Context: an optimization exercise on an open-source flow, tuned for small area, a short achievable clock period and few clock cycles. The choices shown serve that exercise and are no tape-out recipe.
The RTL was checked by simulation tests, not by an equivalence proof against the original design.

==> flow/design.v (outline; a module is shown in full before it is edited, if it fits) <==
// module fmul_core: 785 lines
// module finc: 18 lines
// module fadd_front: 55 lines
// module fadd_back: 32 lines
// module relu: 7 lines
// module feedforward: 197 lines
// module ff_order: 25 lines
// module ff_ctl: 14 lines
module feedforward(
    input [31:0] x1, x2, x3, x4,
    input [31:0] w1, w2, w3, w4,
    input clk,
    input rst,
    output wire [31:0] result,
    output wire done
    );
  // ...
==> flow/run.sh <==
#!/bin/bash
# synth_recipe.tcl (not shown) runs the flow's synth.tcl, then flattens the netlist and writes it again
# the make line also repeats each setting of config.mk as NAME=value (left out here)
make -C /OpenROAD-flow-scripts/flow DESIGN_CONFIG=/design/flow/config.mk WORK_HOME=/design/flow/orfs CLKGATE_MAP_FILE= SYNTH_SCRIPT=/design/flow/synth_recipe.tcl finish
==> flow/config.mk <==
export PLATFORM = sky130hd
export DESIGN_NAME = feedforward
export DESIGN_NICKNAME = feedforward
export VERILOG_FILES = /design/flow/design.v
export SDC_FILE = /design/flow/constraint.sdc
export NUM_CORES = 4
export LEC_CHECK = 0
export CAP_MARGIN = 20
export CORE_MARGIN = 2
export CORE_UTILIZATION = 40
export SLEW_MARGIN = 20
==> flow/constraint.sdc <==
create_clock -name core_clock -period 10.0 [get_ports {clk}]
set_input_delay 2.0000 -clock core_clock [delete_from_list [all_inputs] [get_ports {clk}]]
set_output_delay 2.0000 -clock core_clock [all_outputs]
set_load 0.01 [all_outputs]
==> results.cfg, run 1 <==
[grt]
grtUsageMet1_pct = 46.2
use_met2_pct = 53.8

[cells_and_area]
dominant_cells = multi-input gates
drive_above_1_share_pct = 9.28
fill_cells = 11600
buffers = 612
multi_input_area_share_pct = 68.0
nClkBuffers = 41

[timing]
period_share_pct = 94.0
hold_violations = 0
max_freq_mhz = 106
drv_slew = 0

[clock_network]
cts_tree = done
clkTransAtPathRegs_ps = 60
cts_hold_buffers = 0
postCtsSetupRepairBufs = 0

[synthesis]
synth.distinct_cells = 106
synth_edf_count = 230

[status]
status = finished clean

[critical_path]
r2r_start = ny[9]$_DFFE_PP_
cp_num_cells = 27

[placed_design]
port_buffers = 290

[route]
wl_met1_microns = 87000
wl_per_cell_microns = 28.1
Testbench counts, summed over its fixed seeds: cycles 3,567.
==> inputs of run 2 (changes only) <==
--- a/flow/config.mk
+++ b/flow/config.mk
@@ -9,3 +9,4 @@
 export CORE_MARGIN = 2
-export CORE_UTILIZATION = 40
+export CORE_UTILIZATION = 55
+export SETUP_SLACK_MARGIN = 0.6
 export SLEW_MARGIN = 20
==> run 2 against run 1 <==
Global-route usage grew 9.0 points. Wire length decreased by 9.3%. Hold slack better by 10 ps. Core utilization rose by 17 points. Via count grew 0.35%. Die area is 27% lower. Clock skew decreased by 31 ps. Non-clock buffer count decreased by 5. Setup slack gained 150 ps. Critical path depth up 2. Largest cell class unchanged. Critical path type unchanged. Still clean on timing, DRC and antenna.
==> results.cfg, run 2 <==
[clock_network]
cts_buffers = 28
cts-root-buf = clkbuf_16
cts_buffer_depth = 3
cts.sinks = 245
clkTransAtPathRegs_ps = 60
cts_tree = done
cts_hold_buffers = 0
clk_latency_ps = 610
htreeDepth = 1

[min_path]
min_to = d3[1]$_SDFFE_PP0P_
hold_depth = 2
hold_start = s2_dest[1]$_SDFFCE_PP1N_
hold_class = flip-flop to flip-flop

[placed_design]
port_buffers = 290
place_congestion = 1.15
dp_cells = 7326
place_area_sq_mm = 0.0510
dp_hpwl_microns = 155000
place_ws_ps = 17.6

[timing]
tightest_slew_ps = 1290
rsz0062_at_grt = yes
setup_ws_ps = 755
setup_viol = 0
skew_ps = 41.3
period_minus_slack_ps = 9250
max_freq_mhz = 108
fin_setup_tns_ps = 0
hold_violations = 0
holdWs_ps = 498
relSlewSlack_pct = 13.1
period_share_pct = 92.5
drv_slew = 0

[synthesis]
synth_edf_count = 230
synthAdderAreaFrac_pct = 17.0
synth_nets = 6943
synth-xor-area-share_pct = 5.29
ys.flop_type = edfxtp_1
synth_common_cells = nand2_1 (663), nor2_1 (497), clkbuf_1 (494)
yosysWarnings = 5
seq_area_frac_synth_pct = 15.4
syn_area_sq_mm = 0.0467
synthCells = 6219
synth_mux_area_share_pct = 6.73
yosysTopAreaCellShare_pct = 14.8
synth-seq-cells = 245
synthSimpleGateAreaFrac_pct = 20.6
synth-compound-area-share_pct = 27.3
synthTopCellsByArea = edfxtp_1 (15%), fa_1 (11%), ha_1 (5.7%)
synth_top_family_by_area = compound AO/OA/AOI/OAI gates
post-synth-top-count-cell = nand2_1
async_reset_ff_share_pct = 0
synth.distinct_cells = 106
synth_top_area_cell = edfxtp_1
syn_avg_cell_area_sq_um = 7.50

[critical_path]
r2r_start = ny[9]$_DFFE_PP_
r2r-end = ua_st$_DFFE_PP_
r2r_cells = 29
path_max_fanout = 16
reg2reg_slack_ps = 750
crit_slowest_cell = edfxtp_1
crit_path_frequent_cell = fa_1
slowest_delay_ps = 590
startpoint_type = flip-flop
crit_required_ps = 10300
crit_arrival_ps = 9540
crit_type = flip-flop to flip-flop
endpoint_kind = flip-flop

[floorplan]
start_util_pct = 55.7
die_y_microns = 295
rows = 106
dieArea_sq_mm = 0.0872
coreArea_sq_mm = 0.0838
ios = 291
die_x_microns = 295

[cells_and_area]
final_cell_mix = nand2_1 (661), nor2_1 (482), o21ai_0 (453), a21oi_1 (447), inv_1 (316)
reg_top3 = sr: 32 flops, as_sum: 28 flops
design_area_sq_mm = 0.0526
regMostFlops = sr
drive_above_1_share_pct = 9.45
layout_commonest_cell = nand2_1
largest_reg_flops = 32
area_delta_synth_final_pct = 12.6
stdcell_count = 7413
fin_util_pct = 62.7
fin_nets = 6977

[grt]
antenna_found_initial = 5
grt_pass1_vias = 48000
grt-ovfl-total = 0
grt_max_degree = 129
groute.usage.overall_pct = 44.2
grt_pass1_wl_microns = 297000

[route]
viasPerCell = 6.89
wl_per_cell_microns = 26.9
drc_errors = 0
drt_iter0_markers = 7106
dr_total_vias = 51100
ant_nets = 0
finalWirelength_microns = 199000
first_pass_iters = 9

[status]
status = finished clean

[run]
drv_cap = 0
run 2: cell counts after synthesis:
Identical to the previous run, type by type.
run 2: kinds of logic after synthesis:
group	after synthesis
muxes	296
DFF	245
buffers and inverters	930
adders and majority gates	483
xor gates and xnor gates	282
AOI/OAI and AO/OA	1953
and+or+nand+nor	2030
run 2: repair_timing:
action / CTS / global route
buffers inserted: 3 / 26
pin swaps: 3 / 11
gates cloned: 0 / 1
endpoints found under the hold margin: 0 / 0
setup endpoints to repair: 11 / 28
resized for setup: 10 / 54
run 2: layer usage:
layer	GRT usage, %	wire, microns	vias up
li1	-	-	22800
met3	9.82	21700	866
met5	0	13	-
met1	52.7	70900	23900
met2	70.8	88900	3522
met4	31.3	17500	2
run 2: layout make-up:
class	instances	area [sq um]
Antenna cell	5	12.5
Sequential cell	245	7210
Tap cell	1134	1420
Clock buffer	30	708
Multi-Input combinational cell	5045	36400
Timing Repair Buffer	607	5390
Clock inverter	21	233
Fill cell	7639	31300
Inverter	326	1230
run 2: worst max-delay path by stage:
stage                 startpoint              endpoint  slack, ps
2_1_floorplan  ub_m[1]$_DFFE_PP_  as_sum[23]$_DFFE_PP_        870
3_3_place_gp      ub_g$_DFFE_PP_  as_sum[23]$_DFFE_PP_        150
3_5_place_dp      ub_g$_DFFE_PP_  as_sum[25]$_DFFE_PP_         20
4_1_cts        ub_e[1]$_DFFE_PP_  as_sum[27]$_DFFE_PP_        620
5_1_grt           ub_g$_DFFE_PP_  as_sum[25]$_DFFE_PP_        590
6_report         ny[9]$_DFFE_PP_       ua_st$_DFFE_PP_        750
run 2: critical path, delay by kind of cell (launching register included):
kind / cells / cell delay, ps
AND/OR/NAND/NOR: 4 / 1020
XOR/XNOR: 2 / 820
adder cells (fa/ha/maj): 6 / 2870
flip-flops: 1 / 590
buffers and inverters: 5 / 970
AO/OA/AOI/OAI: 12 / 2650
==> module fadd_front, before the edit <==
module fadd_front(
    input         xs,
    input  [30:0] xa,
    input         xu,
    input         ys,
    input  [30:0] ya,
    input         yu,
    output [27:0] sum,
    output [7:0]  eb,      
    output        sign,
    output [4:0]  lim,     
    output        nolim    
    );
    wire [31:0] px, py;
    finc #(31) ix(.x(xa), .c(xu), .z(px));
    finc #(31) iy(.x(ya), .c(yu), .z(py));
    wire ovx = px[31];
    wire ovy = py[31];
    wire [31:0] xa1 = {1'b0, xa} + 32'd1;
    wire gt  = ya > xa;
    wire eq  = ya == xa;
    wire eq1 = {1'b0, ya} == xa1;
    wire sw0 = (gt & ~(eq1 & xu & ~yu)) | (eq & yu & ~xu);
    wire swap = ovy ? 1'b0 : ovx ? ((|ya) | yu) : sw0;
    wire [30:0] rx = px[30:0];
    wire [30:0] ry = py[30:0];
    wire hx = |rx[30:23];
    wire hy = |ry[30:23];
    wire [7:0] ex = hx ? rx[30:23] : 8'd1;
    wire [7:0] ey = hy ? ry[30:23] : 8'd1;
    wire [8:0] dxy = {1'b0, ex} - {1'b0, ey};
    wire [7:0] dyx = ey - ex;
    wire       ygt = dxy[8];
    wire       expeq = (ex == ey);
    wire [7:0] d = ygt ? dyx : dxy[7:0];
    wire [26:0] mx = {hx, rx[22:0], 3'b000};
    wire [26:0] my = {hy, ry[22:0], 3'b000};
    wire [26:0] ms = ygt ? mx : my;
    reg  [26:0] sh;
    always @* begin
        if (d > 26)
            sh = {26'd0, |ms};
        else
            sh = (ms >> d[4:0]) | {26'd0, |(ms & ~({27{1'b1}} << d[4:0]))};
    end
    wire [26:0] sa = expeq ? (swap ? mx : my) : sh;
    wire [26:0] mb = swap ? my : mx;
    assign eb   = swap ? ey : ex;
    assign sign = swap ? ys : xs;
    wire [7:0] ebm1 = eb - 8'd1;
    assign lim   = ebm1[4:0];
    assign nolim = ebm1 > 8'd25;
    wire sub = xs ^ ys;
    assign sum = sub ? {1'b0, mb} - {1'b0, sa} : {1'b0, mb} + {1'b0, sa};
endmodule
==> module feedforward, before the edit <==
module feedforward(
    input [31:0] x1, x2, x3, x4,
    input [31:0] w1, w2, w3, w4,
    input clk,
    input rst,
    output wire [31:0] result,
    output wire done
    );
    localparam D_SR = 2'd0, D_UA = 2'd1, D_UB = 2'd2, D_RES = 2'd3;
    wire [3:0] nin = {(x4[30:0] != 0) && (w4[30:0] != 0),
                      (x3[30:0] != 0) && (w3[30:0] != 0),
                      (x2[30:0] != 0) && (w2[30:0] != 0),
                      (x1[30:0] != 0) && (w1[30:0] != 0)};
    wire sgn1 = x1[31] ^ w1[31];
    reg [3:0] nz;        
    reg [3:0] t;         
    reg       fin;       
    reg       v1;        
    reg       d1;        
    reg       v3;        
    reg [1:0] d3;        
    wire [7:0] ordr, ordi;
    ff_order oz(.n(nz), .o(ordr));
    ff_order oi(.n(nin), .o(ordi));
    wire [2:0] kk   = {2'b00, nz[0]} + {2'b00, nz[1]} + {2'b00, nz[2]} + {2'b00, nz[3]};
    wire       lf   = nz[0] & nz[1];
    reg       s2_act;
    reg [1:0] s2_dest;
    wire [2:0] ctl_z, ctl_i;
    ff_ctl cz(.n(nz), .tt(t + 4'd1), .c(ctl_z));
    ff_ctl ci(.n(nin), .tt(4'd1), .c(ctl_i));
    wire [2:0] ctl_next = rst ? ctl_i : ctl_z;
    wire d1_next = (t == 4'd2) ? ((kk == 3'd4) ? 1'b0 : lf) : 1'b1;
    wire cpy = (kk == 3'd4) && (t == 4'd6);
    wire clr = (kk == 3'd1) && (t == 4'd1);
    reg [23:0] nx, ny;
    reg signed [9:0] ex, ey;    
    reg        ps;
    reg        ua_s, ub_s;
    reg [9:0]  ua_e, ub_e;
    reg [23:0] ua_m, ub_m;
    reg        ua_g, ub_g, ua_st, ub_st, ua_t, ub_t;
    reg [27:0] as_sum;
    reg [7:0]  as_eb;
    reg        as_sign, as_za;
    reg [4:0]  as_lim;
    reg        as_nolim;
    reg [31:0] sr;
    reg        sg1;      
    reg        za_fin;   
    wire qa = ~ua_m[23] & (&ua_m[22:0]) & ua_g;
    wire qb = ~ub_m[23] & (&ub_m[22:0]) & ub_g;
    wire stall_n = v1 & (~nx[23] | ~ny[23]);
    wire stall_t = s2_act & (ua_t | qa | ub_t | qb);
    wire adv     = !fin && !(stall_n | stall_t);
    reg [1:0] sel;
    always @* begin
        if (rst)
            sel = ordi[1:0];
        else case (t[1:0])
            2'd1:    sel = ordr[3:2];
            2'd2:    sel = ordr[5:4];
            default: sel = ordr[7:6];
        endcase
    end
    reg [31:0] ox, ow;
    always @* begin
        case (sel)
            2'd0: begin ox = x1; ow = w1; end
            2'd1: begin ox = x2; ow = w2; end
            2'd2: begin ox = x3; ow = w3; end
            default: begin ox = x4; ow = w4; end
        endcase
    end
    wire hx = |ox[30:23];
    wire hw = |ow[30:23];
    wire [23:0] pm;
    wire        pg, pst;
    wire signed [9:0] pe;
    wire        ptiny;
    fmul_core mc(.mx(nx), .my(ny), .ex(ex), .ey(ey), .m(pm), .g(pg), .st(pst), .e(pe), .tiny(ptiny));
    wire ua_u = ua_g & (ua_st | ua_m[0]);
    wire ub_u = ub_g & (ub_st | ub_m[0]);
    wire [30:0] oaa = {ua_e[7:0], ua_m[22:0]};
    wire [30:0] oba = {ub_e[7:0], ub_m[22:0]};
    wire [27:0] fsum;
    wire [7:0]  feb;
    wire        fsign;
    wire [4:0]  flim;
    wire        fnolim;
    fadd_front ff(.xs(ua_s), .xa(oaa), .xu(ua_u), .ys(ub_s), .ya(oba), .yu(ub_u),
                  .sum(fsum), .eb(feb), .sign(fsign), .lim(flim), .nolim(fnolim));
    wire opa_zero = ((oaa == 31'd0) & ~ua_u) | ((&oaa) & ua_u);
    wire [31:0] sz;
    fadd_back fb(.sum(as_sum), .eb(as_eb), .sign(as_sign), .lim(as_lim), .nolim(as_nolim), .z(sz));
    wire outz = (sr[30:0] == 0);
    wire ovr  = !nz[0] && outz && (!nz[1] || za_fin);
    relu rl(.x({ovr ? sg1 : sr[31], sr[30:0]}), .z(result));
    wire w1a = adv && v1 && !d1;
    wire w1b = adv && v1 && d1;
    wire w3a = adv && v3 && (d3 == D_UA);
    wire w3b = adv && v3 && (d3 == D_UB);
    wire wca = adv && cpy;
    wire wcb = adv && clr;
    wire sha = stall_t && ua_t;
    wire shb = stall_t && ub_t;
    wire fxa = stall_t && !ua_t && qa;
    wire fxb = stall_t && !ub_t && qb;
    wire [31:0] pka = w3a ? sz : sr;
    wire [31:0] pkb = w3b ? sz : 32'd0;
    always @(posedge clk) begin
        if (rst) begin
            nz  <= nin;
            t   <= 4'd1;
            fin <= 1'b0;
            v1  <= |nin;
            d1  <= 1'b0;
            v3  <= 1'b0;
            d3  <= D_SR;
            {s2_act, s2_dest} <= ctl_next;
            sg1 <= sgn1;
            za_fin <= 1'b0;
        end else if (adv) begin
            {s2_act, s2_dest} <= ctl_next;
            if (v3 && d3 == D_RES)
                za_fin <= as_za;
            t  <= t + 4'd1;
            v1 <= ({1'b0, t} < {2'b00, kk});
            d1 <= d1_next;
            v3 <= s2_act;
            d3 <= s2_dest;
            if ((v3 && d3 == D_RES) || kk == 3'd0)
                fin <= 1'b1;
        end
    end
    always @(posedge clk) begin
        if (rst || adv) begin
            nx <= {hx, ox[22:0]};
            ny <= {hw, ow[22:0]};
            ex <= hx ? {2'b00, ox[30:23]} : 10'sd1;
            ey <= hw ? {2'b00, ow[30:23]} : 10'sd1;
            ps <= ox[31] ^ ow[31];
        end else if (stall_n) begin
            if (!nx[23]) begin
                nx <= nx << 1;
                ex <= ex - 10'sd1;
            end
            if (!ny[23]) begin
                ny <= ny << 1;
                ey <= ey - 10'sd1;
            end
        end
    end
    always @(posedge clk) begin
        if (w1a) begin
            ua_s <= ps; ua_e <= pe; ua_m <= pm; ua_g <= pg; ua_st <= pst; ua_t <= ptiny;
        end else if (w3a || wca) begin
            ua_s <= pka[31]; ua_e <= {2'b00, pka[30:23]}; ua_m <= {1'b0, pka[22:0]};
            ua_g <= 1'b0; ua_st <= 1'b0; ua_t <= 1'b0;
        end else if (sha) begin
            ua_m <= ua_m >> 1; ua_g <= ua_m[0]; ua_st <= ua_st | ua_g;
            ua_e <= ua_e + 10'd1; ua_t <= ua_e[9];
        end else if (fxa) begin
            ua_m <= 24'h800000; ua_g <= 1'b0; ua_st <= 1'b0;
        end
    end
    always @(posedge clk) begin
        if (w1b) begin
            ub_s <= ps; ub_e <= pe; ub_m <= pm; ub_g <= pg; ub_st <= pst; ub_t <= ptiny;
        end else if (w3b || wcb) begin
            ub_s <= pkb[31]; ub_e <= {2'b00, pkb[30:23]}; ub_m <= {1'b0, pkb[22:0]};
            ub_g <= 1'b0; ub_st <= 1'b0; ub_t <= 1'b0;
        end else if (shb) begin
            ub_m <= ub_m >> 1; ub_g <= ub_m[0]; ub_st <= ub_st | ub_g;
            ub_e <= ub_e + 10'd1; ub_t <= ub_e[9];
        end else if (fxb) begin
            ub_m <= 24'h800000; ub_g <= 1'b0; ub_st <= 1'b0;
        end
    end
    always @(posedge clk) begin
        if (adv) begin
            as_sum   <= fsum;
            as_eb    <= feb;
            as_sign  <= fsign;
            as_za    <= opa_zero;
            as_lim   <= flim;
            as_nolim <= fnolim;
        end
    end
    always @(posedge clk) begin
        if (adv && v3 && (d3 == D_SR || d3 == D_RES))
            sr <= sz;
        else if (adv && kk == 3'd0)
            sr <= 32'd0;
    end
    assign done = fin;
endmodule
==> inputs of run 3 (changes only) <==
--- a/flow/design.v
+++ b/flow/design.v
@@ -819,4 +819,4 @@
     finc #(31) iy(.x(ya), .c(yu), .z(py));
-    wire ovx = px[31];
-    wire ovy = py[31];
+    wire [30:0] rx = px[30:0];
+    wire [30:0] ry = py[30:0];
     wire [31:0] xa1 = {1'b0, xa} + 32'd1;
@@ -825,27 +825,49 @@
     wire eq1 = {1'b0, ya} == xa1;
-    wire sw0 = (gt & ~(eq1 & xu & ~yu)) | (eq & yu & ~xu);
-    wire swap = ovy ? 1'b0 : ovx ? ((|ya) | yu) : sw0;
-    wire [30:0] rx = px[30:0];
-    wire [30:0] ry = py[30:0];
-    wire hx = |rx[30:23];
-    wire hy = |ry[30:23];
-    wire [7:0] ex = hx ? rx[30:23] : 8'd1;
-    wire [7:0] ey = hy ? ry[30:23] : 8'd1;
-    wire [8:0] dxy = {1'b0, ex} - {1'b0, ey};
-    wire [7:0] dyx = ey - ex;
+    wire swap = (gt & ~(eq1 & xu & ~yu)) | (eq & yu & ~xu);
+    wire [7:0] fx  = xa[30:23];
+    wire [7:0] fy  = ya[30:23];
+    wire       fxz = (fx == 8'd0);
+    wire       fyz = (fy == 8'd0);
+    wire [7:0] fx0 = fxz ? 8'd1 : fx;
+    wire [7:0] fy0 = fyz ? 8'd1 : fy;
+    wire       cx  = xu & (&xa[22:0]);
+    wire       cy  = yu & (&ya[22:0]);
+    wire       icx = cx & ~fxz;
+    wire       icy = cy & ~fyz;
+    wire [7:0] ex  = fx0 + {7'd0, icx};
+    wire [7:0] ey  = fy0 + {7'd0, icy};
+    wire [8:0] dxy0 = {1'b0, fx0} - {1'b0, fy0};
+    wire [8:0] dxyp = {1'b0, fx0} - {1'b0, fy0} + 9'd1;
+    wire [8:0] dxym = {1'b0, fx0} - {1'b0, fy0} - 9'd1;
+    wire [8:0] dyx0 = {1'b0, fy0} - {1'b0, fx0};
+    wire [8:0] dyxp = {1'b0, fy0} - {1'b0, fx0} + 9'd1;
+    wire [8:0] dyxm = {1'b0, fy0} - {1'b0, fx0} - 9'd1;
+    wire [8:0] dxy = (icx == icy) ? dxy0 : (icx ? dxyp : dxym);
+    wire [8:0] dyx = (icx == icy) ? dyx0 : (icy ? dyxp : dyxm);
     wire       ygt = dxy[8];
-    wire       expeq = (ex == ey);
-    wire [7:0] d = ygt ? dyx : dxy[7:0];
-    wire [26:0] mx = {hx, rx[22:0], 3'b000};
-    wire [26:0] my = {hy, ry[22:0], 3'b000};
-    wire [26:0] ms = ygt ? mx : my;
-    reg  [26:0] sh;
+    wire       expeq = (dxy == 9'd0);
+    wire [7:0] d = ygt ? dyx[7:0] : dxy[7:0];
+    wire        hx = ~fxz | cx;
+    wire        hy = ~fyz | cy;
+    wire [23:0] nx = {hx, rx[22:0]};
+    wire [23:0] ny = {hy, ry[22:0]};
+    reg  [4:0]  tx, ty;
+    integer j;
     always @* begin
-        if (d > 26)
-            sh = {26'd0, |ms};
-        else
-            sh = (ms >> d[4:0]) | {26'd0, |(ms & ~({27{1'b1}} << d[4:0]))};
+        tx = 0;
+        ty = 0;
+        for (j = 23; j >= 0; j = j - 1) begin
+            if (nx[j]) tx = j;
+            if (ny[j]) ty = j;
+        end
     end
-    wire [26:0] sa = expeq ? (swap ? mx : my) : sh;
-    wire [26:0] mb = swap ? my : mx;
+    wire [26:0] mx = {nx, 3'b000};
+    wire [26:0] my = {ny, 3'b000};
+    wire [26:0] ms = ygt ? mx : my;
+    wire        msz = ygt ? (nx == 24'd0) : (ny == 24'd0);
+    wire [5:0]  tms = (ygt ? {1'b0, tx} : {1'b0, ty}) + 6'd3;
+    wire        stk = ~msz & ({2'b00, tms} < d);
+    wire [26:0] sh  = ((d > 8'd26) ? 27'd0 : (ms >> d[4:0])) | {26'd0, stk};
+    wire [26:0] sa  = expeq ? (swap ? mx : my) : sh;
+    wire [26:0] mb  = swap ? my : mx;
     assign eb   = swap ? ey : ex;
@@ -949,4 +971,6 @@
     wire qb = ~ub_m[23] & (&ub_m[22:0]) & ub_g;
+    wire oa = (&ua_e[7:0]) & (&ua_m[22:0]) & ua_g & (ua_st | ua_m[0]);
+    wire ob = (&ub_e[7:0]) & (&ub_m[22:0]) & ub_g & (ub_st | ub_m[0]);
     wire stall_n = v1 & (~nx[23] | ~ny[23]);
-    wire stall_t = s2_act & (ua_t | qa | ub_t | qb);
+    wire stall_t = s2_act & (ua_t | qa | oa | ub_t | qb | ob);
     wire adv     = !fin && !(stall_n | stall_t);
@@ -1005,2 +1029,4 @@
     wire fxb = stall_t && !ub_t && qb;
+    wire fza = stall_t && !ua_t && oa;
+    wire fzb = stall_t && !ub_t && ob;
     wire [31:0] pka = w3a ? sz : sr;
@@ -1061,2 +1087,4 @@
             ua_m <= 24'h800000; ua_g <= 1'b0; ua_st <= 1'b0;
+        end else if (fza) begin
+            ua_e <= 10'd0; ua_m <= 24'd0; ua_g <= 1'b0; ua_st <= 1'b0;
         end
@@ -1074,2 +1102,4 @@
             ub_m <= 24'h800000; ub_g <= 1'b0; ub_st <= 1'b0;
+        end else if (fzb) begin
+            ub_e <= 10'd0; ub_m <= 24'd0; ub_g <= 1'b0; ub_st <= 1'b0;
         end
--- a/flow/config.mk
+++ b/flow/config.mk
@@ -9,4 +9,3 @@
 export CORE_MARGIN = 2
-export CORE_UTILIZATION = 55
-export SETUP_SLACK_MARGIN = 0.6
+export CORE_UTILIZATION = 40
 export SLEW_MARGIN = 20
==> run 3 against run 2 <==
Count of clock-buffer cells in the layout grew 9. Cell area is 5.1% higher. Core utilization fell by 17 points. Wire length rose by 7.2%. Cell count increased by 9.8%. Critical path type unchanged. Setup slack got worse by 320 ps. Fmax fell by 3.4%. Non-clock buffer count rose by 5. First-iteration DRC count decreased by 13%.
==> results.cfg, run 3 <==
[route]
viasPerCell = 6.37
dr_total_vias = 51800
drc_errors = 0
drt_iter0_markers = 6189
first_pass_iters = 7
finalWirelength_microns = 213000
ant_nets = 0
wl_per_cell_microns = 26.2

[clock_network]
clkTransAtPathRegs_ps = 60
clk_latency_ps = 620
htreeDepth = 1
cts_tree = done
cts.sinks = 245
cts_buffer_depth = 3
cts_buffers = 29
cts-root-buf = clkbuf_16

[timing]
tightest_slew_ps = 1250
max_freq_mhz = 105
relSlewSlack_pct = 15.8
drv_slew = 0
hold_violations = 0
period_share_pct = 95.7
skew_ps = 28.6
period_minus_slack_ps = 9570
fin_setup_tns_ps = 0
setup_ws_ps = 432
setup_viol = 0

[placed_design]
port_buffers = 290
place_ws_ps = 163
dp_hpwl_microns = 167000
place_congestion = 1.03

[synthesis]
synthAdderAreaFrac_pct = 16.9
synthSimpleGateAreaFrac_pct = 21.0
synth_mux_area_share_pct = 7.59
yosysWarnings = 5
synth-xor-area-share_pct = 5.66
synth-seq-cells = 245
yosysTopAreaCellShare_pct = 14.1
syn_avg_cell_area_sq_um = 7.59
syn_area_sq_mm = 0.0490
ys.flop_type = edfxtp_1
synth_edf_count = 230
synth_top_area_cell = edfxtp_1
synth-compound-area-share_pct = 26.4
synth.distinct_cells = 130
synthTopCellsByArea = edfxtp_1 (14%), fa_1 (11%), ha_1 (6.1%)
synthCells = 6454
synth_top_family_by_area = compound AO/OA/AOI/OAI gates
synth_nets = 7206
seq_area_frac_synth_pct = 14.7
synth_common_cells = nand2_1 (696), a21oi_1 (501), o21ai_0 (489)
async_reset_ff_share_pct = 0
post-synth-top-count-cell = nand2_1

[critical_path]
r2r_start = ua_e[7]$_DFFE_PP_
endpoint_kind = flip-flop
path_max_fanout = 7
crit_type = flip-flop to flip-flop
r2r_cells = 48
reg2reg_slack_ps = 430
cp_num_cells = 48
crit_path_start = ua_e[7]$_DFFE_PP_
startpoint_type = flip-flop
cp-endpoint = as_sum[24]$_DFFE_PP_
crit_slowest_cell = or4_1
critical_path.top_delay_family = compound AO/OA/AOI/OAI gates
crit_required_ps = 10350
path_buf_inv = 4
crit_arrival_ps = 9920
crit_path_frequent_cell = ha_1
r2r-end = as_sum[24]$_DFFE_PP_
slowest_delay_ps = 530

[grt]
antenna_found_initial = 2
grt-ovfl-total = 0
groute.usage.overall_pct = 32.7
grt_pass1_wl_microns = 318000
grt_pass1_vias = 49500
grt_max_degree = 76

[floorplan]
coreArea_sq_mm = 0.122
die_y_microns = 354
die_x_microns = 354
start_util_pct = 40.3
ios = 291
dieArea_sq_mm = 0.125
rows = 128

[cells_and_area]
drive_above_1_share_pct = 9.92
final_cell_mix = nand2_1 (695), a21oi_1 (496), o21ai_0 (484), nor2_1 (460), inv_1 (320)
regMostFlops = sr
area_delta_synth_final_pct = 12.7
largest_reg_flops = 32
layout_commonest_cell = nand2_1
fin_nets = 7242
reg_top3 = sr: 32 flops, as_sum: 28 flops

[status]
status = finished clean

[min_path]
hold_class = flip-flop to flip-flop

[run]
drv_cap = 0
==> run 3: cell types whose count changed after synthesis, moves of 22 or more <==
cell,delta
nand2_1,+33
o21ai_0,+30
clkbuf_1,-45
nor2_1,-22
a21oi_1,+49
ha_1,+26
mux2i_1,+34
a211oi_1,-28
o21a_1,+22
==> run 3: stage by stage <==
step | cells | hold WS (ps) | utilization (%) | cell area [sq um]
floorplan | 6454 | 447 | - | 49000
global placement | 8080 | 455 | 44.4 | 54000
detailed placement | 8081 | 465 | 44.4 | 54100
CTS | 8135 | 481 | 45.2 | 55100
global route | 8138 | 515 | 45.4 | 55200
finish | 8139 | 479 | 45.4 | 55200
==> run 3: worst min path at each step <==
stage	start	end	slack (ps)	cells past startpoint
after floorplan	s2_dest[0]$_SDFFCE_PP1N_	d3[0]$_SDFFE_PP0P_	450	2
after global routing	s2_dest[1]$_SDFFCE_PP1N_	d3[1]$_SDFFE_PP0P_	510	2
after detailed placement	s2_dest[0]$_SDFFCE_PP1N_	d3[0]$_SDFFE_PP0P_	470	2
after global placement	s2_dest[1]$_SDFFCE_PP1N_	d3[1]$_SDFFE_PP0P_	450	2
after CTS	s2_dest[0]$_SDFFCE_PP1N_	d3[0]$_SDFFE_PP0P_	480	2
final	s2_dest[1]$_SDFFCE_PP1N_	d3[1]$_SDFFE_PP0P_	480	2
==> run 3: kinds of logic (layout without fill, tap and decap cells) <==
group,Yosys count,count (layout)
flops,245,245
simple gates,2102,2102
fa+ha+maj,513,513
xor+xnor,309,309
buf+inv,942,1001
mux,345,345
compound gates,1997,1997
other cells,1,2
==> run 3: worst reg2reg max path: cells and delay by family (launching register included) <==
kind / cells / cell delay [ps]
xor gates and xnor gates: 3 / 390
AOI/OAI and AO/OA: 20 / 3420
and+or+nand+nor: 16 / 3400
adders and majority gates: 5 / 1320
DFF: 1 / 440
buffers and inverters: 4 / 350
==> run 3: area by class of cell <==
type / count / area (sq um)
Multi-Input combinational cell: 5267 / 38300
Inverter: 335 / 1260
Timing Repair Buffer: 612 / 5430
Sequential cell: 245 / 7210
Tap cell: 1625 / 2030
Fill cell: 12400 / 66500
Antenna cell: 1 / 2.50
Clock buffer: 39 / 783
Clock inverter: 15 / 195
==> run 3: repair_timing <==
| item | in CTS | in global routing |
|---|---|---|
| hold buffers | 0 | 0 |
| endpoints found under the setup margin | 0 | 28 |
| setup buffers | 0 | 3 |
| resized for setup | 0 | 35 |
==> run 3: routing by layer <==
layer / global-route usage, % / part of all wire [%] / vias up
li1: - / - / 23600
met1: 40.2 / 39 / 24800
met2: 53.5 / 46 / 2823
met3: 5.30 / 8.3 / 648
met4: 20.6 / 7.5 / 2
met5: 0 / 0.0042 / -
Testbench counts of run 3, summed over its fixed seeds: cycles 3,567.
==> inputs of run 4 (changes only) <==
--- a/flow/config.mk
+++ b/flow/config.mk
@@ -9,3 +9,4 @@
 export CORE_MARGIN = 2
-export CORE_UTILIZATION = 40
+export CORE_UTILIZATION = 60
+export SETUP_SLACK_MARGIN = 1.2
 export SLEW_MARGIN = 20
==> run 4 against run 3 <==
Still clean on timing, DRC and antenna. Count of clock-buffer cells in the layout shrank 6. Area after synthesis is the same. Fmax grew 1.9%. Die area shrank 33%. Cell count shrank 6.1%. First-iteration DRC count grew 36%. Sequential share of layout area shrank 0.14 points. Critical path type unchanged.
==> results.cfg, run 4 <==
[cells_and_area]
drive_above_1_share_pct = 12.5
fin_util_pct = 69.2
stdcell_count = 7640
regMostFlops = sr
largest_reg_flops = 32
final_cell_mix = nand2_1 (685), a21oi_1 (480), o21ai_0 (471), nor2_1 (455), buf_4 (361)
reg_top3 = sr: 32 flops, as_sum: 28 flops
fill_cells = 6694
fin_nets = 7306
design_area_sq_mm = 0.0558
layout_commonest_cell = nand2_1
area_delta_synth_final_pct = 14.0

[placed_design]
place_ws_ps = 268
place_congestion = 1.08
dp_cells = 7482
port_buffers = 290
dp_hpwl_microns = 162000
place_area_sq_mm = 0.0532

[synthesis]
synth_common_cells = nand2_1 (696), a21oi_1 (501), o21ai_0 (489)
seq_area_frac_synth_pct = 14.7
post-synth-top-count-cell = nand2_1
syn_avg_cell_area_sq_um = 7.59
synthTopCellsByArea = edfxtp_1 (14%), fa_1 (11%), ha_1 (6.1%)
ys.flop_type = edfxtp_1
synth_top_area_cell = edfxtp_1
syn_area_sq_mm = 0.0490
yosysTopAreaCellShare_pct = 14.1
synth-seq-cells = 245
yosysWarnings = 5
synth_edf_count = 230
async_reset_ff_share_pct = 0
synth_nets = 7206
synth.distinct_cells = 130
synthCells = 6454

[clock_network]
cts_buffer_depth = 3
cts-root-buf = clkbuf_16
clk_latency_ps = 630
cts_tree = done
cts_buffers = 31
clkTransAtPathRegs_ps = 70
cts.sinks = 245
htreeDepth = 1

[grt]
grt-ovfl-total = 0
grt_pass1_vias = 50800
antenna_found_initial = 6
grt_max_degree = 99
groute.usage.overall_pct = 48.7
grt_pass1_wl_microns = 314000

[min_path]
hold_class = flip-flop to flip-flop
min_to = za_fin$_SDFFE_PP0P_
hold_depth = 2
hold_start = za_fin$_SDFFE_PP0P_

[timing]
holdWs_ps = 496
tightest_slew_ps = 1180
fin_setup_tns_ps = 0
relSlewSlack_pct = 20.8
setup_viol = 0
drv_slew = 0
skew_ps = 20.7
hold_violations = 0
rsz0062_at_grt = yes
period_minus_slack_ps = 9390
max_freq_mhz = 106
setup_ws_ps = 609
period_share_pct = 93.9

[run]
drv_cap = 0

[critical_path]
path_buf_inv = 4
r2r_start = ua_e[7]$_DFFE_PP_
crit_slowest_cell = or4_4
r2r-end = as_sum[27]$_DFFE_PP_
critical_path.top_delay_family = simple AND/OR/NAND/NOR gates
crit_type = flip-flop to flip-flop
crit_arrival_ps = 9770
r2r_cells = 47
reg2reg_slack_ps = 610
cp_num_cells = 47
endpoint_kind = flip-flop
slowest_delay_ps = 540
startpoint_type = flip-flop
crit_path_frequent_cell = nand3_4
path_max_fanout = 6
crit_required_ps = 10380

[floorplan]
rows = 104
die_x_microns = 290
coreArea_sq_mm = 0.0807
dieArea_sq_mm = 0.0840
die_y_microns = 290
start_util_pct = 60.7
ios = 291

[route]
ant_nets = 0
wl_per_cell_microns = 27.9
dr_total_vias = 54900
first_pass_iters = 9
drt_iter0_markers = 8403
viasPerCell = 7.18
drc_errors = 0
finalWirelength_microns = 213000

[status]
status = finished clean
run 4: cell type report:
| cell class | count | area (sq um) | share of cell area (%) |
|---|---|---|---|
| Clock buffer | 33 | 783 | 1.40 |
| Clock inverter | 24 | 303 | 0.542 |
| Antenna cell | 2 | 5.00 | 0.00896 |
| Inverter | 335 | 1270 | 2.27 |
| Sequential cell | 245 | 7210 | 12.9 |
| Timing Repair Buffer | 674 | 5970 | 10.7 |
| Multi-Input combinational cell | 5267 | 39000 | 69.8 |
| Tap cell | 1060 | 1330 | 2.38 |
run 4: repair_timing:
action	4_1_cts	5_1_grt
setup endpoints to repair	89	95
buffers inserted	49	48
resized for setup	51	107
hold buffers	0	0
pin swaps	49	64
run 4: worst max path at each step:
stage | start | end | slack, ps
after global placement | ub_e[4]$_DFFE_PP_ | as_sum[27]$_DFFE_PP_ | 500
after floorplan | ub_e[1]$_DFFE_PP_ | as_sum[27]$_DFFE_PP_ | 870
after global routing | ua_m[0]$_DFFE_PP_ | as_sum[27]$_DFFE_PP_ | 280
final | ua_e[7]$_DFFE_PP_ | as_sum[27]$_DFFE_PP_ | 610
after detailed placement | ub_e[4]$_DFFE_PP_ | as_sum[27]$_DFFE_PP_ | 270
after CTS | ub_e[4]$_DFFE_PP_ | as_sum[24]$_DFFE_PP_ | 930
run 4: logic make-up after synthesis:
logic type	share of synthesized area, %
other	0.00765
xor gates and xnor gates	5.66
adders and majority gates	16.9
muxes	7.59
buffers and inverters	7.71
DFF	14.7
and+or+nand+nor	21.0
AOI/OAI and AO/OA	26.4
run 4: routing by layer:
layer	global-route usage [%]	share of wire, %	vias to the layer above
met5	0	0.022	-
met2	75.2	43	4375
li1	-	-	23700
met1	59.0	35	25600
met3	13.3	13	1135
met4	33.9	9.4	8
run 4: worst min-delay path: stages, from the launching register on:
cell and delay, ps:
dfxtp_1 320, mux2i_1 70, nor2_1 70
==> inputs of run 5 (changes only) <==
--- a/flow/design.v
+++ b/flow/design.v
@@ -878,3 +878,3 @@
     wire sub = xs ^ ys;
-    assign sum = sub ? {1'b0, mb} - {1'b0, sa} : {1'b0, mb} + {1'b0, sa};
+    assign sum = {1'b0, mb} + ({1'b0, sa} ^ {28{sub}}) + {27'd0, sub};
 endmodule
--- a/flow/config.mk
+++ b/flow/config.mk
@@ -7,6 +7,7 @@
 export LEC_CHECK = 0
+export ABC_AREA = 1
 export CAP_MARGIN = 20
 export CORE_MARGIN = 2
-export CORE_UTILIZATION = 60
-export SETUP_SLACK_MARGIN = 1.2
+export CORE_UTILIZATION = 55
+export SETUP_SLACK_MARGIN = 0.6
 export SLEW_MARGIN = 20
==> run 5 against run 4 <==
Area after synthesis is 15% lower. First-iteration DRC count is 36% lower. Cell count is 7.8% lower. Critical path type unchanged. Critical endpoint is now ua_m[19]$_DFFE_PP_. Largest cell class unchanged.
==> results.cfg, run 5 <==
[status]
status = finished clean

[timing]
drv_slew = 0
holdWs_ps = 499
hold_violations = 0
tightest_slew_ps = 1110
max_freq_mhz = 113
period_minus_slack_ps = 8830
fin_setup_tns_ps = 0
setup_viol = 0
skew_ps = 20.6
relSlewSlack_pct = 25.4
rsz0062_at_grt = no
period_share_pct = 88.3

[synthesis]
synthCells = 5913
yosysTopAreaCellShare_pct = 16.6
async_reset_ff_share_pct = 0
syn_avg_cell_area_sq_um = 7.03
synth.distinct_cells = 72
synthTopCellsByArea = edfxtp_1 (17%), fa_1 (12%), xor2_1 (10%)
synth_top_area_cell = edfxtp_1
yosysWarnings = 5
syn_area_sq_mm = 0.0416
ys.flop_type = edfxtp_1
post-synth-top-count-cell = nand2_1
seq_area_frac_synth_pct = 17.3
synth-seq-cells = 245
synth_nets = 6664
synth_common_cells = nand2_1 (1103), inv_1 (779), nor2_1 (485)
synth_edf_count = 230

[floorplan]
die_y_microns = 279
die_x_microns = 279
dieArea_sq_mm = 0.0778
ios = 291
start_util_pct = 55.7
rows = 100
coreArea_sq_mm = 0.0746

[route]
drc_errors = 0
first_pass_iters = 7
ant_nets = 0
finalWirelength_microns = 171000
drt_iter0_markers = 5415
wl_per_cell_microns = 24.3
dr_total_vias = 44600
viasPerCell = 6.33

[cells_and_area]
largest_reg_flops = 32
layout_commonest_cell = nand2_1
reg_top3 = sr: 32 flops, as_sum: 28 flops
fin_nets = 6793
regArea_sq_mm = 0.00721
area_delta_synth_final_pct = 11.7
design_area_sq_mm = 0.0464
fill_cells = 7018
final_cell_mix = nand2_1 (1102), inv_1 (779), nor2_1 (479), xor2_1 (476), o21ai_0 (395)
drive_above_1_share_pct = 4.52
regMostFlops = sr
multiInputGateArea_sq_mm = 0.0300

[clock_network]
cts.sinks = 245
cts_tree = done
clkTransAtPathRegs_ps = 60
cts_hold_buffers = 0
ctsResizeCount = 0
htreeDepth = 1
cts_buffers = 31
cts_buffer_depth = 3
clk_latency_ps = 630
cts-root-buf = clkbuf_16
postCtsSetupRepairBufs = 0

[grt]
grt_pass1_vias = 43000
grt-ovfl-total = 0
groute.usage.overall_pct = 42.9
grt_max_degree = 95
antenna_found_initial = 7
grt_pass1_wl_microns = 257000

[critical_path]
crit_arrival_ps = 9280
startpoint_type = flip-flop
slowest_delay_ps = 990
crit_type = flip-flop to flip-flop
crit_path_frequent_cell = a21oi_1
crit_required_ps = 10450
crit_slowest_cell = edfxtp_1
endpoint_kind = flip-flop
path_max_fanout = 28

[min_path]
hold_class = flip-flop to flip-flop

[run]
drv_cap = 0

[placed_design]
place_congestion = 1.11
dp_hpwl_microns = 136000
place_area_sq_mm = 0.0454
port_buffers = 290
==> run 5: cell count changes after synthesis, sizes merged, moves of 109 or more <==
cell	delta
nand2	+418
and2	-109
o22ai	+301
clkbuf	-207
mux2	-116
a22oi	-236
mux2i	-207
xor2	+372
xnor2	-153
a211oi	-121
nand3	+150
a21oi	-243
inv	+474
==> run 5: critical path: cells and delay by family, from the launching register on <==
kind                       cells  cell delay [ps]
xor gates and xnor gates       1              190
and+or+nand+nor                5              730
buffers and inverters          5              980
AOI/OAI and AO/OA             15             3630
DFF                            1              990
adders and majority gates      5             2140
==> run 5: logic make-up (layout without fill, tap and decap cells) <==
group / Yosys count / count (layout) / synth area share (%)
AOI/OAI and AO/OA: 1282 / 1282 / 18.3
muxes: 14 / 14 / 0.340
and+or+nand+nor: 2203 / 2203 / 22.7
xor gates and xnor gates: 527 / 527 / 11.2
DFF: 245 / 245 / 17.3
other: 1 / 8 / 0.00902
adders and majority gates: 493 / 493 / 19.5
buffers and inverters: 1148 / 1302 / 10.7
==> run 5: final timing paths <==
kind | depth (start not counted) | endpoint | from | slack, ps
worst max-delay path | 31 | ua_m[19]$_DFFE_PP_ | ny[9]$_DFFE_PP_ | 1170
worst min-delay path | 2 | za_fin$_SDFFE_PP0P_ | za_fin$_SDFFE_PP0P_ | 500
worst min register to register | 2 | za_fin$_SDFFE_PP0P_ | za_fin$_SDFFE_PP0P_ | 500
worst max register to register | 31 | ua_m[19]$_DFFE_PP_ | ny[9]$_DFFE_PP_ | 1170
==> run 5: final cells by class <==
class / count / share of cell area [%]
clock buffers: 43 / 1.85
inverters: 834 / 6.77
clock inverters: 15 / 0.275
diodes: 7 / 0.0377
flip-flops and latches: 245 / 15.5
repair buffers: 410 / 8.24
well taps: 969 / 2.61
multi-input cells: 4520 / 64.7
==> run 5: per-layer routing <==
metal | GRT usage (%) | part of all wire (%) | up-vias
met5 | 0 | 0 | -
met3 | 7.92 | 11 | 733
li1 | - | - | 20200
met2 | 69.9 | 45 | 3031
met1 | 51.5 | 36 | 20600
met4 | 29.3 | 8.5 | 0
==> run 5: stage by stage <==
| step | setup WS (ps) | std cells | util [%] |
|---|---|---|---|
| 3_3_place_gp | 1170 | 6977 | 60.8 |
| 2_1_floorplan | 2740 | 5913 | - |
| 4_1_cts | 900 | 7036 | 62.2 |
| 5_1_grt | 607 | 7042 | 62.3 |
| 3_5_place_dp | 911 | 6978 | 60.9 |
| 6_report | 1170 | 7043 | 62.3 |
Testbench counts of run 5, summed over its fixed seeds: cycles 3,567.
==> inputs of run 6 (changes only) <==
--- a/flow/config.mk
+++ b/flow/config.mk
@@ -7,3 +7,2 @@
 export LEC_CHECK = 0
-export ABC_AREA = 1
 export CAP_MARGIN = 20
==> run 6 against run 5 <==
Die area is 16% higher. Area after synthesis is 16% higher. Wire length is 18% higher. Count of clock-buffer cells in the layout is 10 lower. Sequential share of layout area is 2.1 points lower. Via count is 18% higher. Hold slack worse by 24 ps. Clock skew is 4.7 ps higher. Cell area is 15% higher.
==> results.cfg, run 6 <==
[grt]
grt_max_degree = 135
grt_pass1_vias = 49100
grt_pass1_wl_microns = 301000
antenna_found_initial = 3
grt-ovfl-total = 0
groute.usage.overall_pct = 42.8

[cells_and_area]
final_cell_mix = nand2_1 (769), nor2_1 (525), a21oi_1 (491), o21ai_0 (469), inv_1 (332)
design_area_sq_mm = 0.0535
regArea_sq_mm = 0.00721
reg_top3 = sr: 32 flops, as_sum: 28 flops
fill_cells = 8056
layout_commonest_cell = nand2_1
fin_nets = 7225
multiInputGateArea_sq_mm = 0.0378
regMostFlops = sr
drive_above_1_share_pct = 8.22
largest_reg_flops = 32
area_delta_synth_final_pct = 10.6
diodes = 0

[synthesis]
async_reset_ff_share_pct = 0
synth_nets = 7261
seq_area_frac_synth_pct = 14.9
synthCells = 6510
synth_top_area_cell = edfxtp_1
synth_common_cells = nand2_1 (770), nor2_1 (540), a21oi_1 (494), clkbuf_1 (494), o21ai_0 (480)
yosysWarnings = 5
synthTopCellsByArea = edfxtp_1 (14%), fa_1 (11%), ha_1 (6.1%)
syn_area_sq_mm = 0.0484
ys.flop_type = edfxtp_1
synth.distinct_cells = 118
post-synth-top-count-cell = nand2_1
syn_avg_cell_area_sq_um = 7.43
synth_edf_count = 230
yosysTopAreaCellShare_pct = 14.3
synth-seq-cells = 245

[timing]
max_freq_mhz = 110
fin_setup_tns_ps = 0
drv_slew = 0
setup_viol = 0
holdWs_ps = 475
hold_violations = 0
skew_ps = 25.3
period_minus_slack_ps = 9080
tightest_slew_ps = 1320
rsz0062_at_grt = yes
relSlewSlack_pct = 11.6
period_share_pct = 90.8

[floorplan]
rows = 108
coreArea_sq_mm = 0.0870
ios = 291
die_x_microns = 301
start_util_pct = 55.6
dieArea_sq_mm = 0.0904
die_y_microns = 301

[clock_network]
cts.sinks = 245
clkTransAtPathRegs_ps = 70
htreeDepth = 1
cts_buffer_depth = 3
cts_buffers = 27
clk_latency_ps = 580
cts-root-buf = clkbuf_16
cts_tree = done

[critical_path]
crit_required_ps = 10320
startpoint_type = flip-flop
crit_slowest_cell = fa_1
endpoint_kind = flip-flop
slowest_delay_ps = 620
path_max_fanout = 5
crit_type = flip-flop to flip-flop
crit_arrival_ps = 9400
crit_path_frequent_cell = ha_1

[route]
ant_nets = 0
finalWirelength_microns = 201000
first_pass_iters = 7
wl_per_cell_microns = 26.3
dr_total_vias = 52700
drc_errors = 0
drt_iter0_markers = 6765
viasPerCell = 6.89

[placed_design]
place_area_sq_mm = 0.0523
port_buffers = 290
place_congestion = 1.08
dp_hpwl_microns = 155000

[status]
status = finished clean

[min_path]
hold_class = flip-flop to flip-flop

[run]
drv_cap = 0
==> run 6: repair_timing <==
action                                  in CTS  in global routing
setup buffers                                4                 16
hold buffers                                 0                  0
resized for setup                            2                 34
pin swaps                                    2                  4
endpoints found under the setup margin       3                 84
endpoints found under the hold margin        0                  0
cloned                                       1                  0
==> run 6: worst max-delay path: cells and delay by family (launching register included) <==
family	cells	cell delay, ps
AOI/OAI and AO/OA	18	3800
adders and majority gates	8	2420
buffers and inverters	4	540
DFF	1	480
muxes	1	320
and+or+nand+nor	6	1250
==> run 6: per-layer routing <==
metal	vias up	wire length (microns)	GRT usage [%]
met4	4	15100	25.1
met5	-	31	0
met2	3586	91400	70.1
met1	24800	73200	53.2
met3	783	21400	7.19
li1	23600	-	-
==> run 6: worst paths after layout <==
check,from,end,slack (ps),cells after the start
setup / recovery,ua_e[0]$_DFFE_PP_,as_sum[26]$_DFFE_PP_,920,37
hold / removal,s2_dest[0]$_SDFFCE_PP1N_,d3[0]$_SDFFE_PP0P_,480,2
setup reg to reg,ua_e[0]$_DFFE_PP_,as_sum[26]$_DFFE_PP_,920,37
hold reg to reg,s2_dest[0]$_SDFFCE_PP1N_,d3[0]$_SDFFE_PP0P_,480,2
==> run 6: final cells by class <==
type                            count  area share [%]
Multi-Input combinational cell   5302            70.6
Inverter                          347            2.44
Sequential cell                   245            13.5
Tap cell                         1155            2.70
Clock buffer                       33            1.34
Clock inverter                     16           0.259
Timing Repair Buffer              551            9.20
==> run 6: cells by family (layout without fill, tap and decap cells) <==
logic type	after synthesis	after routing	synth area share, %
compound gates	2074	2074	28.1
xor+xnor	310	310	5.66
fa+ha+maj	511	511	17.1
buf+inv	964	947	7.67
flops	245	245	14.9
mux	244	244	5.54
other cells	1	1	0.00775
simple gates	2161	2162	21.1
==> run 6: through the flow <==
stage                     util, %  worst slack [ps]  instances
after global placement       60.2               716       7577
final                        61.5               920       7649
after detailed placement     60.2               427       7577
after global routing         61.5               544       7649
after CTS                    61.2               675       7631
after floorplan                 -               907       6510
==> inputs of run 7 (changes only) <==
==> flow/flow/run.sh (new file) <==
#!/bin/bash
# The standard layout (the standard.sh: ORFS from synthesis to the final
# layout), except that the buffer put on every input and output port is the
# smallest plain buffer, sky130_fd_sc_hd__buf_1, rather than the default.
set -e
export BUFFER_PORTS_ARGS="-buffer_cell sky130_fd_sc_hd__buf_1"
bash standard.sh > standard_flow.log 2>&1
==> flow/standard.sh (new file) <==
#!/bin/bash
# synth_recipe.tcl (not shown) runs the flow's synth.tcl, then flattens the netlist and writes it again
# the make line also repeats each setting of config.mk as NAME=value (left out here)
make -C /OpenROAD-flow-scripts/flow DESIGN_CONFIG=/design/flow/config.mk WORK_HOME=/design/flow/orfs CLKGATE_MAP_FILE= SYNTH_SCRIPT=/design/flow/synth_recipe.tcl "${@:-finish}"
removed: flow/run.sh
==> run 7 against run 6 <==
Non-clock buffer count decreased by 11. Sequential share of layout area grew 0.44 points. Clock skew fell by 4.0 ps. Still clean.
==> results.cfg, run 7 <==
[status]
status = finished clean

[route]
ant_nets = 0
drt_iter0_markers = 7113
drc_errors = 0
wl_per_cell_microns = 26.4
dr_total_vias = 52700
finalWirelength_microns = 202000
viasPerCell = 6.89
first_pass_iters = 6

[cells_and_area]
fill_cells = 8196
area_delta_synth_final_pct = 7.13
fin_nets = 7214
largest_reg_flops = 32
drive_above_1_share_pct = 8.06
layout_commonest_cell = nand2_1
regArea_sq_mm = 0.00721
reg_top3 = sr: 32 flops, as_sum: 28 flops
regMostFlops = sr
multiInputGateArea_sq_mm = 0.0378
final_cell_mix = nand2_1 (769), nor2_1 (526), a21oi_1 (492), o21ai_0 (473), inv_1 (332)

[grt]
grt_max_degree = 138
grt_pass1_wl_microns = 302000
grt_pass1_vias = 48900
antenna_found_initial = 3
groute.usage.overall_pct = 43.1
grt-ovfl-total = 0

[clock_network]
clkTransAtPathRegs_ps = 60
cts_hold_buffers = 0
cts_buffers = 28
htreeDepth = 1
clk_latency_ps = 590
cts_buffer_depth = 3
cts_tree = done
cts-root-buf = clkbuf_16
cts.sinks = 245

[timing]
fin_setup_tns_ps = 0
tightest_slew_ps = 1230
max_freq_mhz = 110
setup_viol = 0
skew_ps = 21.4
drv_slew = 0
rsz0062_at_grt = yes
holdWs_ps = 478
period_share_pct = 90.6
relSlewSlack_pct = 17.7
hold_violations = 0
period_minus_slack_ps = 9060

[synthesis]
yosysTopAreaCellShare_pct = 14.3
synthTopCellsByArea = edfxtp_1 (14%), fa_1 (11%), ha_1 (6.1%)
syn_area_sq_mm = 0.0484
synth.distinct_cells = 118
post-synth-top-count-cell = nand2_1
synth_common_cells = nand2_1 (770), nor2_1 (540), a21oi_1 (494), clkbuf_1 (494), o21ai_0 (480)
synth_top_area_cell = edfxtp_1
synth-seq-cells = 245
synthCells = 6510
async_reset_ff_share_pct = 0
seq_area_frac_synth_pct = 14.9
ys.flop_type = edfxtp_1
syn_avg_cell_area_sq_um = 7.43
synth_edf_count = 230
yosysWarnings = 5
synth_nets = 7261

[critical_path]
slowest_delay_ps = 610
crit_slowest_cell = fa_2
path_max_fanout = 50
reg2reg_slack_ps = 940
crit_required_ps = 10340
crit_path_frequent_cell = ha_1
crit_type = flip-flop to flip-flop
endpoint_kind = flip-flop
crit_arrival_ps = 9400
startpoint_type = flip-flop

[placed_design]
port_buffers = 290
place_congestion = 1.03
dp_hpwl_microns = 158000

[floorplan]
coreArea_sq_mm = 0.0870
die_x_microns = 301
die_y_microns = 301
start_util_pct = 55.6
dieArea_sq_mm = 0.0904
ios = 291
rows = 108

[min_path]
hold_class = flip-flop to flip-flop

[run]
drv_cap = 0
==> run 7: cell counts after synthesis <==
No cell type changed its count.
==> run 7: logic make-up after synthesis <==
| kind of cell | count (synthesis) | share of synthesized area, % |
|---|---|---|
| XOR/XNOR | 310 | 5.66 |
| AND/OR/NAND/NOR | 2161 | 21.1 |
| multiplexers | 244 | 5.54 |
| AO/OA/AOI/OAI | 2074 | 28.1 |
| adder cells (fa/ha/maj) | 511 | 17.1 |
| other | 1 | 0.00775 |
| buffers and inverters | 964 | 7.67 |
| flip-flops | 245 | 14.9 |
==> run 7: final timing paths <==
check,end,start,cells past startpoint
setup / recovery,as_sum[26]$_DFFE_PP_,ua_e[0]$_DFFE_PP_,38
hold / removal,d3[1]$_SDFFE_PP0P_,s2_dest[1]$_SDFFCE_PP1N_,2
setup reg to reg,as_sum[26]$_DFFE_PP_,ua_e[0]$_DFFE_PP_,38
hold reg to reg,d3[1]$_SDFFE_PP0P_,s2_dest[1]$_SDFFCE_PP1N_,2
==> run 7: final cells by class <==
class	count	share of cell area (%)
inverters	347	2.51
flip-flops and latches	245	13.9
repair buffers	540	5.89
clock buffers	28	1.35
multi-input cells	5301	72.9
clock inverters	24	0.632
well taps	1155	2.79
diodes	4	0.0193
==> run 7: repair_timing <==
action	in CTS	in global routing
pin swaps	1	0
setup endpoints to repair	4	43
resized for setup	3	19
buffers inserted	2	13
hold endpoints to repair	0	0
==> run 7: through the flow <==
step | std cells | instance area, sq um | util, % | worst slack (ps)
4_1_cts | 7627 | 51600 | 59.3 | 661
3_3_place_gp | 7572 | 50600 | 58.1 | 645
5_1_grt | 7643 | 51800 | 59.6 | 476
2_1_floorplan | 6510 | 48400 | - | 907
3_5_place_dp | 7573 | 50600 | 58.1 | 441
6_report | 7644 | 51800 | 59.6 | 937
==> run 7: metal layers <==
| layer | routed length (microns) | global-route usage [%] | vias to the layer above |
|---|---|---|---|
| met5 | 0 | 0 | - |
| met4 | 15700 | 27.1 | 0 |
| met3 | 21300 | 7.92 | 769 |
| met2 | 91700 | 69.8 | 3531 |
| met1 | 73500 | 53.0 | 24800 |
| li1 | - | - | 23500 |
==> run 7: critical path, delay by kind of cell (launching register included) <==
family / cells / cell delay (ps)
flops: 1 / 450
mux: 2 / 630
buf+inv: 5 / 780
compound gates: 18 / 3890
fa+ha+maj: 8 / 2450
simple gates: 5 / 600
==> module fadd_back, before the edit <==
module fadd_back(
    input  [27:0] sum,
    input  [7:0]  eb,
    input         sign,
    input  [4:0]  lim,
    input         nolim,
    output [31:0] z
    );
    wire [9:0]  e0  = {2'b00, eb} + {9'd0, sum[27]};
    wire [25:0] v   = sum[27] ? sum[27:2] : sum[26:1];
    wire        st  = sum[27] ? (sum[1] | sum[0]) : sum[0];
    wire [25:0] cap = nolim ? 26'd0 : (26'h2000000 >> lim);
    wire [25:0] vm  = v | cap;
    reg [4:0] k;
    integer i;
    always @* begin
        k = 0;
        for (i = 0; i < 26; i = i + 1)
            if (vm[i]) k = 25 - i;
    end
    wire [25:0] vn  = v << k;
    wire [9:0]  e1  = (v == 0) ? 10'd1 : e0 - {5'd0, k};
    wire [23:0] m   = vn[25:2];
    wire        g   = vn[1];
    wire        r   = vn[0];
    wire        up  = g & (r | st | m[0]);
    wire [24:0] mr;
    finc #(24) im(.x(m), .c(up), .z(mr));
    wire [9:0]  e2  = e1 + {9'd0, mr[24]};
    wire [7:0]  ef  = (e2 == 10'd1 && !mr[23]) ? 8'd0 : e2[7:0];
    assign z = {sign, ef, mr[22:0]};
endmodule
==> inputs of run 8 (changes only) <==
--- a/flow/design.v
+++ b/flow/design.v
@@ -812,5 +812,3 @@
     output [7:0]  eb,      
-    output        sign,
-    output [4:0]  lim,     
-    output        nolim    
+    output        sign
     );
@@ -874,5 +872,2 @@
     assign sign = swap ? ys : xs;
-    wire [7:0] ebm1 = eb - 8'd1;
-    assign lim   = ebm1[4:0];
-    assign nolim = ebm1 > 8'd25;
     wire sub = xs ^ ys;
@@ -884,6 +879,7 @@
     input         sign,
-    input  [4:0]  lim,
-    input         nolim,
     output [31:0] z
     );
+    wire [7:0]  ebm1  = eb - 8'd1;
+    wire [4:0]  lim   = ebm1[4:0];
+    wire        nolim = ebm1 > 8'd25;
     wire [9:0]  e0  = {2'b00, eb} + {9'd0, sum[27]};
@@ -964,4 +960,2 @@
     reg        as_sign, as_za;
-    reg [4:0]  as_lim;
-    reg        as_nolim;
     reg [31:0] sr;
@@ -1009,9 +1003,7 @@
     wire        fsign;
-    wire [4:0]  flim;
-    wire        fnolim;
     fadd_front ff(.xs(ua_s), .xa(oaa), .xu(ua_u), .ys(ub_s), .ya(oba), .yu(ub_u),
-                  .sum(fsum), .eb(feb), .sign(fsign), .lim(flim), .nolim(fnolim));
+                  .sum(fsum), .eb(feb), .sign(fsign));
     wire opa_zero = ((oaa == 31'd0) & ~ua_u) | ((&oaa) & ua_u);
     wire [31:0] sz;
-    fadd_back fb(.sum(as_sum), .eb(as_eb), .sign(as_sign), .lim(as_lim), .nolim(as_nolim), .z(sz));
+    fadd_back fb(.sum(as_sum), .eb(as_eb), .sign(as_sign), .z(sz));
     wire outz = (sr[30:0] == 0);
@@ -1112,4 +1104,2 @@
             as_za    <= opa_zero;
-            as_lim   <= flim;
-            as_nolim <= fnolim;
         end
--- a/flow/config.mk
+++ b/flow/config.mk
@@ -7,2 +7,3 @@
 export LEC_CHECK = 0
+export ABC_AREA = 1
 export CAP_MARGIN = 20
==> run 8 against run 7 <==
Still clean. Area after synthesis decreased by 15%. Clock skew up 14 ps. Cell count is 8.3% lower. Non-clock buffer count shrank 112. Wire length decreased by 18%. Critical path type unchanged. Largest cell class unchanged.
==> results.cfg, run 8 <==
[status]
status = finished clean

[floorplan]
dieArea_sq_mm = 0.0773
ios = 291
start_util_pct = 55.5
die_x_microns = 278
coreArea_sq_mm = 0.0743

[route]
dr_total_vias = 43600
drc_errors = 0
viasPerCell = 6.22
drt_iter0_markers = 5441
wl_per_cell_microns = 23.8

[placed_design]
dp_hpwl_microns = 134000
port_buffers = 290
place_ws_ps = 762

[timing]
max_freq_mhz = 116
hold_violations = 0
drv_slew = 0
skew_ps = 35.6
rsz0062_at_grt = no
period_minus_slack_ps = 8630

[synthesis]
synth.distinct_cells = 79
post-synth-top-count-cell = nand2_1
yosysTopAreaCellShare_pct = 16.3
synth_nets = 6612
synth_top_area_cell = edfxtp_1
synth_edf_count = 224
syn_avg_cell_area_sq_um = 7.04
yosysWarnings = 5
synth_common_cells = nand2_1 (1105), inv_1 (801), xor2_1 (471)
synthTopCellsByArea = edfxtp_1 (16%), fa_1 (12%), nand2_1 (10%)
async_reset_ff_share_pct = 0

[min_path]
hold_class = flip-flop to flip-flop

[clock_network]
cts_tree = done
cts-root-buf = clkbuf_16
htreeDepth = 1
cts_buffer_depth = 3
clk_latency_ps = 610
cts.sinks = 239
cts_hold_buffers = 0
clkTransAtPathRegs_ps = 60

[critical_path]
startpoint_type = flip-flop
path_max_fanout = 25
slowest_delay_ps = 570
crit_type = flip-flop to flip-flop
crit_required_ps = 10320
reg2reg_slack_ps = 1370
crit_path_frequent_cell = nand2_1
endpoint_kind = flip-flop

[cells_and_area]
drive_above_1_share_pct = 5.09
reg_top3 = sr: 32 flops, as_sum: 28 flops
area_delta_synth_final_pct = 7.58
fin_util_pct = 59.7
largest_reg_flops = 32
final_cell_mix = nand2_1 (1104), inv_1 (800), xor2_1 (470), nor2_1 (424), o21ai_0 (349)
fill_cells = 7227

[grt]
grt_pass1_vias = 41600
groute.usage.overall_pct = 41.9
grt_max_degree = 100
grt_pass1_wl_microns = 249000
antenna_found_initial = 9

[run]
drv_cap = 0
==> run 8: layer usage <==
metal	GRT usage [%]	vias to the layer above	wire, microns
met5	0	-	27
met4	28.6	4	14700
met3	7.13	682	16000
met2	68.7	2753	75200
met1	50.3	20100	60700
li1	-	20100	-
==> run 8: path summary, 6_finish.rpt <==
check	start	endpoint	depth (start not counted)
worst max-delay path	ny[1]$_DFFE_PP_	ub_g$_DFFE_PP_	34
worst min-delay path	za_fin$_SDFFE_PP0P_	za_fin$_SDFFE_PP0P_	2
worst max register to register	ny[1]$_DFFE_PP_	ub_g$_DFFE_PP_	34
worst min register to register	za_fin$_SDFFE_PP0P_	za_fin$_SDFFE_PP0P_	2
==> run 8: area by class of cell <==
| type | count | area [sq um] | share of cell area, % |
|---|---|---|---|
| Tap cell | 969 | 1210 | 2.73 |
| Sequential cell | 239 | 7030 | 15.8 |
| Timing Repair Buffer | 428 | 2130 | 4.79 |
| Clock inverter | 23 | 164 | 0.369 |
| Inverter | 854 | 3210 | 7.23 |
| Multi-Input combinational cell | 4458 | 29900 | 67.3 |
| Clock buffer | 33 | 762 | 1.72 |
| Timing Repair inverter | 2 | 10.0 | 0.0225 |
| Antenna cell | 6 | 15.0 | 0.0338 |
==> run 8: cells by family (layout without fill, tap and decap cells) <==
family	count (synthesis)	in the layout	share of synthesized area, %
other	1	7	0.00908
buffers and inverters	1167	1340	10.9
multiplexers	16	16	0.388
AO/OA/AOI/OAI	1261	1261	18.3
flip-flops	239	239	17.0
XOR/XNOR	521	521	11.1
adder cells (fa/ha/maj)	490	490	19.5
AND/OR/NAND/NOR	2169	2169	22.8
==> run 8: per-stage QoR <==
step	hold slack [ps]	area [sq um]
6_report	475	44400
5_1_grt	497	44400
4_1_cts	484	44300
3_5_place_dp	475	43300
3_3_place_gp	454	43300
2_1_floorplan	440	41300
==> run 8: repair_timing <==
item                       CTS  global route
gates resized for setup      0             6
setup buffers                0            11
setup endpoints to repair    0            74
==> run 8: worst max-delay path: cells and delay by family (launching register included) <==
| family | cells | cell delay (ps) |
|---|---|---|
| AOI/OAI and AO/OA | 12 | 2730 |
| adders and majority gates | 5 | 2440 |
| and+or+nand+nor | 9 | 1100 |
| buffers and inverters | 5 | 830 |
| xor gates and xnor gates | 2 | 540 |
| DFF | 1 | 460 |
| muxes | 1 | 280 |
Testbench counts of run 8, summed over its fixed seeds: cycles 3,567.

-- afterwards: timing with drivers on the ports --
No port has a modelled driver above. Below, the same layouts with a new extraction and two added sets of constraints. Step 1 assumes that a clkbuf_16 drives the clock port and a buf_2 every other input. Step 2 times the ports against the registers' clock, not the clock port: input delays grow and output delays shrink by t, the midpoint of the rising clock arrivals with the driver on. Slacks: no drivers / after step 1 / after step 2; pairs: no drivers / after step 1.
run | t (ns) | setup slack, ns | hold WS [ns]
run 1 | 0.664 | 0.603 / 0.603 / 0.603 | 0.488 / 0.488 / 0.488
run 2 | 0.670 | 0.755 / 0.755 / 0.755 | 0.498 / 0.498 / 0.498
run 3 | 0.680 | 0.432 / 0.432 / 0.432 | 0.479 / 0.479 / 0.479
run 4 | 0.684 | 0.609 / 0.609 / 0.609 | 0.496 / 0.496 / 0.496
run 5 | 0.686 | 1.171 / 1.171 / 1.171 | 0.499 / 0.499 / 0.499
run 6 | 0.639 | 0.920 / 0.920 / 0.920 | 0.475 / 0.475 / 0.475
run 7 | 0.649 | 0.937 / 0.937 / 0.937 | 0.478 / 0.478 / 0.478
run 8 | 0.655 | 1.371 / 1.371 / 1.371 | 0.475 / 0.475 / 0.475
After both steps every run listed still meets setup and hold.
